This design comes from an exercise in tuning for small area, a short achievable clock period and few clock cycles per item on the open sky130 flow, not from production work.
Where RTL was checked, it was by simulation tests only, not by an equivalence proof against the original.
Power is estimated from default activity; no workload was simulated.

Setup of the previous run:
==> module huffman, before the edit <==
module huffman(clk, reset, gray_data, gray_valid, CNT_valid, CNT1, CNT2, CNT3, CNT4, CNT5, CNT6,
    code_valid, HC1, HC2, HC3, HC4, HC5, HC6, M1, M2, M3, M4, M5, M6);
input clk;
input reset;
input gray_valid;
input [7:0] gray_data;
output reg CNT_valid;
output [7:0] CNT1, CNT2, CNT3, CNT4, CNT5, CNT6;
output reg code_valid;
output [7:0] HC1, HC2, HC3, HC4, HC5, HC6;
output [7:0] M1, M2, M3, M4, M5, M6;
reg idle, counting, build;    
reg [5:0] sel;
reg [6:0] w[0:5];
reg [2:0] pos[0:5];
reg [4:0] hc[0:5];
reg [4:0] m[0:5];
reg par;         
reg merged;      
reg fin;         
reg comb;        
reg [2:0] ncomb;
integer i;
function lt7(input [6:0] x, input [6:0] z);
	reg [6:0] l, e;
	reg l65, e65, l43, e43, l21, e21, l6to3, e6to3, l2to0;
	begin
		l = ~x & z;
		e = ~(x ^ z);
		l65 = l[6] | (e[6] & l[5]);
		e65 = e[6] & e[5];
		l43 = l[4] | (e[4] & l[3]);
		e43 = e[4] & e[3];
		l21 = l[2] | (e[2] & l[1]);
		e21 = e[2] & e[1];
		l6to3 = l65 | (e65 & l43);
		e6to3 = e65 & e43;
		l2to0 = l21 | (e21 & l[0]);
		lt7 = l6to3 | (e6to3 & l2to0);
	end
endfunction
function [6:0] add7(input [6:0] x, input [6:0] z);
	reg [6:0] g, p, c;
	reg g10, g32, p32, g54, p54;
	begin
		g = x & z;
		p = x ^ z;
		g10 = g[1] | (p[1] & g[0]);
		g32 = g[3] | (p[3] & g[2]);
		p32 = p[3] & p[2];
		g54 = g[5] | (p[5] & g[4]);
		p54 = p[5] & p[4];
		c[0] = 1'b0;
		c[1] = g[0];
		c[2] = g10;
		c[3] = g[2] | (p[2] & g10);
		c[4] = g32 | (p32 & g10);
		c[5] = g[4] | (p[4] & c[4]);
		c[6] = g54 | (p54 & c[4]);
		add7 = p ^ c;
	end
endfunction
reg [6:0] cur, inc;
always @* begin
	cur = 7'd0;
	for (i = 0; i < 6; i = i + 1)
		cur = cur | ({7{sel[i]}} & w[i]);
	for (i = 0; i < 7; i = i + 1)
		inc[i] = cur[i] ^ (&(cur | ~((7'd1 << i) - 7'd1)));
end
reg [4:0] lt;
always @* begin
	for (i = 0; i < 5; i = i + 1)
		lt[i] = lt7(w[i], w[i + 1]);
end
wire in_order = ~|lt;
wire last = fin;
wire [6:0] sum = add7(w[4], w[5]);
reg [4:0] swap;
always @* begin
	for (i = 0; i < 5; i = i + 1) begin
		swap[i] = build && !comb && lt[i] && (merged || (i[0] == par));
	end
end
wire build_nx  = build ? !last : (counting && !gray_valid);
wire merged_nx = build && (merged || comb);
wire fin_nx    = build && comb && (ncomb == 3'd3);
wire comb_nx   = build && !comb && !fin && in_order;
always @(posedge clk or posedge reset) begin
	if (reset) begin
		idle <= 1'b1;
		counting <= 1'b0;
		build <= 1'b0;
		sel <= 6'd0;
		CNT_valid <= 1'b0;
		code_valid <= 1'b0;
	end
	else begin
		idle <= idle ? !gray_valid : last;
		counting <= idle ? gray_valid : (counting && gray_valid);
		build <= build_nx;
		for (i = 0; i < 6; i = i + 1)
			sel[i] <= gray_valid && (gray_data[2:0] == i + 1);
		CNT_valid <= counting && !gray_valid;
		code_valid <= last;
	end
end
always @(posedge clk) begin
	par <= build && !par;
	merged <= merged_nx;
	fin <= fin_nx;
	comb <= comb_nx;
	if (!build)
		ncomb <= 3'd0;
	else if (comb)
		ncomb <= ncomb + 3'd1;
end
reg dn[0:5], up[0:5], hold[0:5];
always @* begin
	for (i = 0; i < 6; i = i + 1) begin
		dn[i] = (i > 0) && (comb ? (i < 5) : swap[i - 1]);
		up[i] = (i < 5) && !comb && swap[i];
		hold[i] = counting ? !sel[i] : (build && !comb && !(i < 5 && swap[i]) && !(i > 0 && swap[i - 1]));
	end
end
always @(posedge clk) begin
	for (i = 0; i < 6; i = i + 1)
		w[i] <= ({7{hold[i]}} & w[i])
		      | ({7{dn[i]}} & w[(i + 5) % 6])
		      | ({7{up[i]}} & w[(i + 1) % 6])
		      | ({7{counting && sel[i]}} & inc)
		      | ({7{comb && i == 5}} & sum)
		      | {7{comb && i == 0}};
end
always @(posedge clk) begin
	for (i = 0; i < 6; i = i + 1) begin
		if (!build) begin
			pos[i] <= i ^ (i >> 1);
			hc[i] <= 5'd0;
			m[i] <= 5'd0;
		end
		else begin
			pos[i][0] <= pos[i][0] ^ (comb ? !(^pos[i]) :
			             ((pos[i][2:1] == 2'b00 && swap[0]) || (pos[i][2:1] == 2'b01 && swap[2]) ||
			              (pos[i][2:1] == 2'b11 && swap[4])));
			pos[i][1] <= pos[i][1] ^ (!pos[i][2] && pos[i][0] && (comb ? !pos[i][1] : swap[1]));
			pos[i][2] <= pos[i][2] ^ (!pos[i][0] && pos[i][1] && (comb ? !pos[i][2] : swap[3]));
			if ((comb && pos[i][2]) || last) begin
				m[i] <= {m[i][3:0], 1'b1};
				if (last ? pos[i][0] ^ lt[4] : pos[i][0])
					hc[i] <= hc[i] | ({m[i][3:0], 1'b1} & ~m[i]);
			end
		end
	end
end
assign CNT1 = {1'b0, w[0]};
assign CNT2 = {1'b0, w[1]};
assign CNT3 = {1'b0, w[2]};
assign CNT4 = {1'b0, w[3]};
assign CNT5 = {1'b0, w[4]};
assign CNT6 = {1'b0, w[5]};
assign HC1 = {3'b0, hc[0]};
assign HC2 = {3'b0, hc[1]};
assign HC3 = {3'b0, hc[2]};
assign HC4 = {3'b0, hc[3]};
assign HC5 = {3'b0, hc[4]};
assign HC6 = {3'b0, hc[5]};
assign M1 = {3'b0, m[0][4:1], 1'b1};
assign M2 = {3'b0, m[1][4:1], 1'b1};
assign M3 = {3'b0, m[2][4:1], 1'b1};
assign M4 = {3'b0, m[3][4:1], 1'b1};
assign M5 = {3'b0, m[4][4:1], 1'b1};
assign M6 = {3'b0, m[5][4:1], 1'b1};
endmodule
==> flow/config.mk <==
export PLATFORM = sky130hd
export DESIGN_NAME = huffman
export DESIGN_NICKNAME = huffman
export VERILOG_FILES = /design/flow/design.v
export SDC_FILE = /design/flow/constraint.sdc
export NUM_CORES = 4
export LEC_CHECK = 0
export CAP_MARGIN = 20
export CORE_MARGIN = 2
export CORE_UTILIZATION = 55
export CTS_BUF_LIST = sky130_fd_sc_hd__clkbuf_8
export CTS_CLUSTER_SIZE = 30
export SETUP_SLACK_MARGIN = 3.7
export SLEW_MARGIN = 20
export TNS_END_PERCENT = 10
==> flow/constraint.sdc <==
create_clock -name core_clock -period 6.0 [get_ports {clk}]
set_input_delay 1.2000 -clock core_clock [delete_from_list [all_inputs] [get_ports {clk}]]
set_output_delay 1.2000 -clock core_clock [all_outputs]
set_load 0.01 [all_outputs]
standard.sh (not shown) runs the stock make flow with config.mk's settings and CLKGATE_MAP_FILE= SYNTH_SCRIPT=/design/flow/synth_recipe.tcl, a recipe that flattens the netlist after the stock synthesis.
==> flow/flow/run.sh <==
#!/bin/bash
# Standard layout, with two changes: plain buffers (instead of the delay buffers
# buffer_ports picks by default) on the input and output ports, and one tie
# cell per constant value shared by all constant outputs (instead of one per port).
set -euo pipefail
export BUFFER_PORTS_ARGS="-buffer_cell sky130_fd_sc_hd__buf_2"
export SKIP_REPAIR_TIE_FANOUT=1
bash standard.sh > standard_flow.log 2>&1
Testbench counts of the previous run, summed over its fixed seeds: cycles 23,029, frames 192.
The inputs of the current run differ from those of the previous run as listed below.
--- a/flow/design.v
+++ b/flow/design.v
@@ -18,6 +18,7 @@
 reg par;         
 reg merged;      
-reg fin;         
+reg chk;         
 reg comb;        
+reg [3:1] pend;  
 reg [2:0] ncomb;
 integer i;
@@ -75,16 +76,31 @@
 end
 wire in_order = ~|lt;
-wire last = fin;
+wire sorting = build && !merged;
+wire last = chk && (ncomb == 3'd4);    
 wire [6:0] sum = add7(w[4], w[5]);
 reg [4:0] swap;
 always @* begin
 	for (i = 0; i < 5; i = i + 1) begin
-		swap[i] = build && !comb && lt[i] && (merged || (i[0] == par));
-	end
+		if (sorting)
+			swap[i] = lt[i] && (i[0] == par);
+		else if (chk)
+			swap[i] = (i == 4) && lt[4];
+		else
+			swap[i] = build && (i >= 1 && i <= 3) && pend[i] && (i == 3 || !pend[i + 1]);
+	end
+end
+reg [3:1] pend_nx;
+always @* begin
+	if (chk) begin
+		for (i = 1; i < 4; i = i + 1)
+			pend_nx[i] = lt7(w[i], w[5]);
+	end
+	else
+		pend_nx = pend & ~swap[3:1];
 end
 wire build_nx  = build ? !last : (counting && !gray_valid);
 wire merged_nx = build && (merged || comb);
-wire fin_nx    = build && comb && (ncomb == 3'd3);
-wire comb_nx   = build && !comb && !fin && in_order;
+wire chk_nx    = build && comb;
+wire comb_nx   = build_nx && (ncomb != 3'd4) && (merged_nx ? (!chk_nx && pend_nx == 3'd0) : (build && in_order));
 always @(posedge clk or posedge reset) begin
 	if (reset) begin
@@ -109,6 +125,7 @@
 	par <= build && !par;
 	merged <= merged_nx;
-	fin <= fin_nx;
+	chk <= chk_nx;
 	comb <= comb_nx;
+	pend <= pend_nx;
 	if (!build)
 		ncomb <= 3'd0;
@@ -133,17 +150,26 @@
 		      | {7{comb && i == 0}};
 end
+reg [2:0] np[0:5];
+always @* begin
+	for (i = 0; i < 6; i = i + 1) begin
+		if (comb)
+			np[i] = (i >= 4) ? 3'd5 : i + 1;
+		else if (i < 5 && swap[i])
+			np[i] = i + 1;
+		else if (i > 0 && swap[i - 1])
+			np[i] = i - 1;
+		else
+			np[i] = i;
+	end
+end
 always @(posedge clk) begin
 	for (i = 0; i < 6; i = i + 1) begin
 		if (!build) begin
-			pos[i] <= i ^ (i >> 1);
+			pos[i] <= i;
 			hc[i] <= 5'd0;
 			m[i] <= 5'd0;
 		end
 		else begin
-			pos[i][0] <= pos[i][0] ^ (comb ? !(^pos[i]) :
-			             ((pos[i][2:1] == 2'b00 && swap[0]) || (pos[i][2:1] == 2'b01 && swap[2]) ||
-			              (pos[i][2:1] == 2'b11 && swap[4])));
-			pos[i][1] <= pos[i][1] ^ (!pos[i][2] && pos[i][0] && (comb ? !pos[i][1] : swap[1]));
-			pos[i][2] <= pos[i][2] ^ (!pos[i][0] && pos[i][1] && (comb ? !pos[i][2] : swap[3]));
+			pos[i] <= np[pos[i]];
 			if ((comb && pos[i][2]) || last) begin
 				m[i] <= {m[i][3:0], 1'b1};
[summary]
- Having completed the whole flow, the current run delivered a layout that passed the timing, DRC and antenna checks.
- Relative to the previous run, the current run degrades post-synth design cell area.
- Post-synthesis mux area share for the current run: 0.61 points down relative to the previous run
- Note that the static leakage recorded for the previous run amounts to 0.942 times the value seen in the current run.
- Average wire length per cell after detail routing essentially unchanged between the current run and the previous run.
- Compare the current run and the previous run | fraction of area in clock buffers and inverters lower: the current run
- The current run — final-layout non-clock buffer area share 1.6 points higher, the previous run as reference
- Type of the setup path with the least slack = reg2out: the previous run; type of the setup path with the least slack = reg2reg: the current run
- The current run ended up with a higher global-route wire length before repair than the previous run did.
- Re register cell area after layout: the current run is about 4% up on the previous run.
- [diff] setup slack, the current run relative to the previous run: regression
- Clock transition time at the flip-flop clock pins of the worst setup and hold paths: the previous run vs the current run — no meaningful difference
- The previous run ended up with w[4][1] as its startpoint of the worst setup timing path; the current run ended up with w[3][4].
- Clock-net power: the previous run vs the current run — no meaningful difference
Only the layout flow was run in the current run; the RTL was not checked for function there.

== south ==
The RTL this note starts from:
==> flow/design.v <==
module huffman(clk, reset, gray_data, gray_valid, CNT_valid, CNT1, CNT2, CNT3, CNT4, CNT5, CNT6,
    code_valid, HC1, HC2, HC3, HC4, HC5, HC6, M1, M2, M3, M4, M5, M6);
input clk;
input reset;
input gray_valid;
input [7:0] gray_data;
output reg CNT_valid;
output [7:0] CNT1, CNT2, CNT3, CNT4, CNT5, CNT6;
output reg code_valid;
output [7:0] HC1, HC2, HC3, HC4, HC5, HC6;
output [7:0] M1, M2, M3, M4, M5, M6;
reg idle, counting, build;    
reg [5:0] sel;
reg [6:0] w[0:5];
reg [2:0] pos[0:5];
reg [4:0] hc[0:5];
reg [4:0] m[0:5];
reg par;         
reg merged;      
reg chk;         
reg comb;        
reg [3:1] pend;  
reg [2:0] ncomb;
integer i;
function lt7(input [6:0] x, input [6:0] z);
	reg [6:0] l, g;
	reg l65, g65, l43, g43, l21, g21, l6to3, g6to3, l2to0;
	begin
		l = ~x & z;
		g = x & ~z;
		l65 = l[6] | (~g[6] & l[5]);
		g65 = g[6] | (~l[6] & g[5]);
		l43 = l[4] | (~g[4] & l[3]);
		g43 = g[4] | (~l[4] & g[3]);
		l21 = l[2] | (~g[2] & l[1]);
		g21 = g[2] | (~l[2] & g[1]);
		l6to3 = l65 | (~g65 & l43);
		g6to3 = g65 | (~l65 & g43);
		l2to0 = l21 | (~g21 & l[0]);
		lt7 = l6to3 | (~g6to3 & l2to0);
	end
endfunction
function [6:0] add7(input [6:0] x, input [6:0] z);
	reg [6:0] g, p, c;
	reg g10, g32, p32, g54, p54;
	begin
		g = x & z;
		p = x ^ z;
		g10 = g[1] | (p[1] & g[0]);
		g32 = g[3] | (p[3] & g[2]);
		p32 = p[3] & p[2];
		g54 = g[5] | (p[5] & g[4]);
		p54 = p[5] & p[4];
		c[0] = 1'b0;
		c[1] = g[0];
		c[2] = g10;
		c[3] = g[2] | (p[2] & g10);
		c[4] = g32 | (p32 & g10);
		c[5] = g[4] | (p[4] & c[4]);
		c[6] = g54 | (p54 & c[4]);
		add7 = p ^ c;
	end
endfunction
reg [6:0] cur, inc;
always @* begin
	cur = 7'd0;
	for (i = 0; i < 6; i = i + 1)
		cur = cur | ({7{sel[i]}} & w[i]);
	for (i = 0; i < 7; i = i + 1)
		inc[i] = cur[i] ^ (&(cur | ~((7'd1 << i) - 7'd1)));
end
reg [4:0] lt;
always @* begin
	for (i = 0; i < 5; i = i + 1)
		lt[i] = lt7(w[i], w[i + 1]);
end
wire in_order = ~|lt;
wire sorting = build && !merged;
wire last = chk && (ncomb == 3'd4);    
wire [6:0] sum = add7(w[4], w[5]);
reg [4:0] swap;
always @* begin
	for (i = 0; i < 5; i = i + 1) begin
		if (sorting)
			swap[i] = lt[i] && (i[0] == par);
		else if (chk)
			swap[i] = (i == 4) && lt[4];
		else
			swap[i] = build && (i >= 1 && i <= 3) && pend[i] && (i == 3 || !pend[i + 1]);
	end
end
reg [3:1] pend_nx;
always @* begin
	if (chk) begin
		for (i = 1; i < 4; i = i + 1)
			pend_nx[i] = lt7(w[i], w[5]);
	end
	else
		pend_nx = pend & ~swap[3:1];
end
wire build_nx  = build ? !last : (counting && !gray_valid);
wire merged_nx = build && (merged || comb);
wire chk_nx    = build && comb;
wire comb_nx   = build_nx && (ncomb != 3'd4) && (merged_nx ? (!chk_nx && pend_nx == 3'd0) : (build && in_order));
always @(posedge clk or posedge reset) begin
	if (reset) begin
		idle <= 1'b1;
		counting <= 1'b0;
		build <= 1'b0;
		sel <= 6'd0;
		CNT_valid <= 1'b0;
		code_valid <= 1'b0;
	end
	else begin
		idle <= idle ? !gray_valid : last;
		counting <= idle ? gray_valid : (counting && gray_valid);
		build <= build_nx;
		for (i = 0; i < 6; i = i + 1)
			sel[i] <= gray_valid && (gray_data[2:0] == i + 1);
		CNT_valid <= counting && !gray_valid;
		code_valid <= last;
	end
end
always @(posedge clk) begin
	par <= build && !par;
	merged <= merged_nx;
	chk <= chk_nx;
	comb <= comb_nx;
	pend <= pend_nx;
	if (!build)
		ncomb <= 3'd0;
	else if (comb)
		ncomb <= ncomb + 3'd1;
end
reg dn[0:5], up[0:5], hold[0:5];
always @* begin
	for (i = 0; i < 6; i = i + 1) begin
		dn[i] = (i > 0) && (comb ? (i < 5) : swap[i - 1]);
		up[i] = (i < 5) && !comb && swap[i];
		hold[i] = counting ? !sel[i] : (build && !comb && !(i < 5 && swap[i]) && !(i > 0 && swap[i - 1]));
	end
end
always @(posedge clk) begin
	for (i = 0; i < 6; i = i + 1)
		w[i] <= ({7{hold[i]}} & w[i])
		      | ({7{dn[i]}} & w[(i + 5) % 6])
		      | ({7{up[i]}} & w[(i + 1) % 6])
		      | ({7{counting && sel[i]}} & inc)
		      | ({7{comb && i == 5}} & sum)
		      | {7{comb && i == 0}};
end
reg [2:0] np[0:5];
always @* begin
	for (i = 0; i < 6; i = i + 1) begin
		if (comb)
			np[i] = (i >= 4) ? 3'd5 : i + 1;
		else if (i < 5 && swap[i])
			np[i] = i + 1;
		else if (i > 0 && swap[i - 1])
			np[i] = i - 1;
		else
			np[i] = i;
	end
end
always @(posedge clk) begin
	for (i = 0; i < 6; i = i + 1) begin
		if (!build) begin
			pos[i] <= i;
			hc[i] <= 5'd0;
			m[i] <= 5'd0;
		end
		else begin
			pos[i] <= np[pos[i]];
			if ((comb && pos[i][2]) || last) begin
				m[i] <= {m[i][3:0], 1'b1};
				if (last ? pos[i][0] ^ lt[4] : pos[i][0])
					hc[i] <= hc[i] | ({m[i][3:0], 1'b1} & ~m[i]);
			end
		end
	end
end
assign CNT1 = {1'b0, w[0]};
assign CNT2 = {1'b0, w[1]};
assign CNT3 = {1'b0, w[2]};
assign CNT4 = {1'b0, w[3]};
assign CNT5 = {1'b0, w[4]};
assign CNT6 = {1'b0, w[5]};
assign HC1 = {3'b0, hc[0]};
assign HC2 = {3'b0, hc[1]};
assign HC3 = {3'b0, hc[2]};
assign HC4 = {3'b0, hc[3]};
assign HC5 = {3'b0, hc[4]};
assign HC6 = {3'b0, hc[5]};
assign M1 = {3'b0, m[0][4:1], 1'b1};
assign M2 = {3'b0, m[1][4:1], 1'b1};
assign M3 = {3'b0, m[2][4:1], 1'b1};
assign M4 = {3'b0, m[3][4:1], 1'b1};
assign M5 = {3'b0, m[4][4:1], 1'b1};
assign M6 = {3'b0, m[5][4:1], 1'b1};
endmodule
==> flow/config.mk <==
export PLATFORM = sky130hd
export DESIGN_NAME = huffman
export DESIGN_NICKNAME = huffman
export VERILOG_FILES = /design/flow/design.v
export SDC_FILE = /design/flow/constraint.sdc
export NUM_CORES = 4
export LEC_CHECK = 0
export CAP_MARGIN = 20
export CORE_MARGIN = 2
export CORE_UTILIZATION = 55
export CTS_BUF_LIST = sky130_fd_sc_hd__clkbuf_8
export CTS_CLUSTER_SIZE = 30
export SETUP_SLACK_MARGIN = 3.7
export SLEW_MARGIN = 20
export TNS_END_PERCENT = 10
==> flow/constraint.sdc <==
create_clock -name core_clock -period 6.0 [get_ports {clk}]
set_input_delay 1.2000 -clock core_clock [delete_from_list [all_inputs] [get_ports {clk}]]
set_output_delay 1.2000 -clock core_clock [all_outputs]
set_load 0.01 [all_outputs]
==> flow/flow/run.sh <==
#!/bin/bash
# Standard layout, with plain buffers (instead of the delay buffers buffer_ports picks by
# default) on the input and output ports.
set -euo pipefail
export BUFFER_PORTS_ARGS="-buffer_cell sky130_fd_sc_hd__buf_2"
bash standard.sh > standard_flow.log 2>&1
south reached the final stage; the timing, DRC and antenna checks on its layout passed.
Setup changes, south to east
-- flow/design.v --
<<< south, line 77
wire in_order = ~|lt;
wire sorting = build && !merged;
wire last = chk && (ncomb == 3'd4);    
wire [6:0] sum = add7(w[4], w[5]);
reg [4:0] swap;
>>> east, line 77
wire in_order = ~|lt;
wire sorting = build && !merged;
wire last = comb && (ncomb == 3'd4);
wire [6:0] sum = add7(w[4], w[5]);
reg [4:0] swap;
<<< south, line 102
wire merged_nx = build && (merged || comb);
wire chk_nx    = build && comb;
wire comb_nx   = build_nx && (ncomb != 3'd4) && (merged_nx ? (!chk_nx && pend_nx == 3'd0) : (build && in_order));
always @(posedge clk or posedge reset) begin
	if (reset) begin
>>> east, line 102
wire merged_nx = build && (merged || comb);
wire chk_nx    = build && comb;
wire comb_nx   = build_nx && (merged_nx ? (!chk_nx && pend_nx == 3'd0) : (build && in_order));
always @(posedge clk or posedge reset) begin
	if (reset) begin
<<< south, line 172
		else begin
			pos[i] <= np[pos[i]];
			if ((comb && pos[i][2]) || last) begin
				m[i] <= {m[i][3:0], 1'b1};
				if (last ? pos[i][0] ^ lt[4] : pos[i][0])
					hc[i] <= hc[i] | ({m[i][3:0], 1'b1} & ~m[i]);
			end
>>> east, line 172
		else begin
			pos[i] <= np[pos[i]];
			if (comb && pos[i][2]) begin
				m[i] <= {m[i][3:0], 1'b1};
				if (pos[i][0])
					hc[i] <= hc[i] | ({m[i][3:0], 1'b1} & ~m[i]);
			end
Results
- Post-route fraction of the period consumed by the critical path for east is higher than for south.
- The clock network area share reported for east is smaller than that of south by 0.28 points.
- Higher clock power goes to south over east.
- What east reported for wire length on met2 has to be multiplied by 1.16 to get the figure for south.
- Relative to south, share of total power in the clock network increased by 1.9 points in east.
- The worst setup slack reported for east is smaller than that of south by 0.11 ns.
- Re sum of routed wire segments on met1: east is 510 um down on south.
- Diff south -> east | count of plain and timing-repair buffers | decrease of 49
- Compared with south, in east switching power share of the total up 0.67 points, final standard cell area without fillers moved down, global-route usage shows a reduction of 2.0 points.
No run of this note included a check of the RTL's function; only the layout flow was run.

[afterwards: timing with drivers on the ports]
In the flow no input, the clock included, has a driving cell. The finished layouts below were timed again as built, in two steps.
Step 1 (the two cells are an assumption about what drives the block):
set clk [get_ports {clk}]
set_driving_cell -lib_cell sky130_fd_sc_hd__clkbuf_16 $clk
set_driving_cell -lib_cell sky130_fd_sc_hd__buf_2 [delete_from_list [all_inputs] $clk]
Step 2 adds t to the input delays and takes it off the output delays; t is the mean of the earliest and latest rising clock arrival at the registers after step 1. Input paths then give back, and output paths get back, about the clock's delay inside the block.
Slacks: ideal / step 1 / step 2; pairs: ideal / step 1.
run | t, ns | slack for setup (ns) | worst setup path after step 2 | clock arrival spread, ns | worst register clock-pin slew, ns
the previous run | 0.474 | 3.591 / 3.563 / 3.611 | register to register | 0.017 / 0.017 | 0.09 / 0.09
the current run | 0.493 | 3.487 / 3.487 / 3.487 | register to register | 0.014 / 0.014 | 0.09 / 0.09
south | 0.492 | 3.438 / 3.438 / 3.438 | register to register | 0.009 / 0.010 | 0.09 / 0.09
east | 0.484 | 3.332 / 3.332 / 3.332 | register to register | 0.012 / 0.011 | 0.09 / 0.09
After both steps every run listed still meets setup and hold.
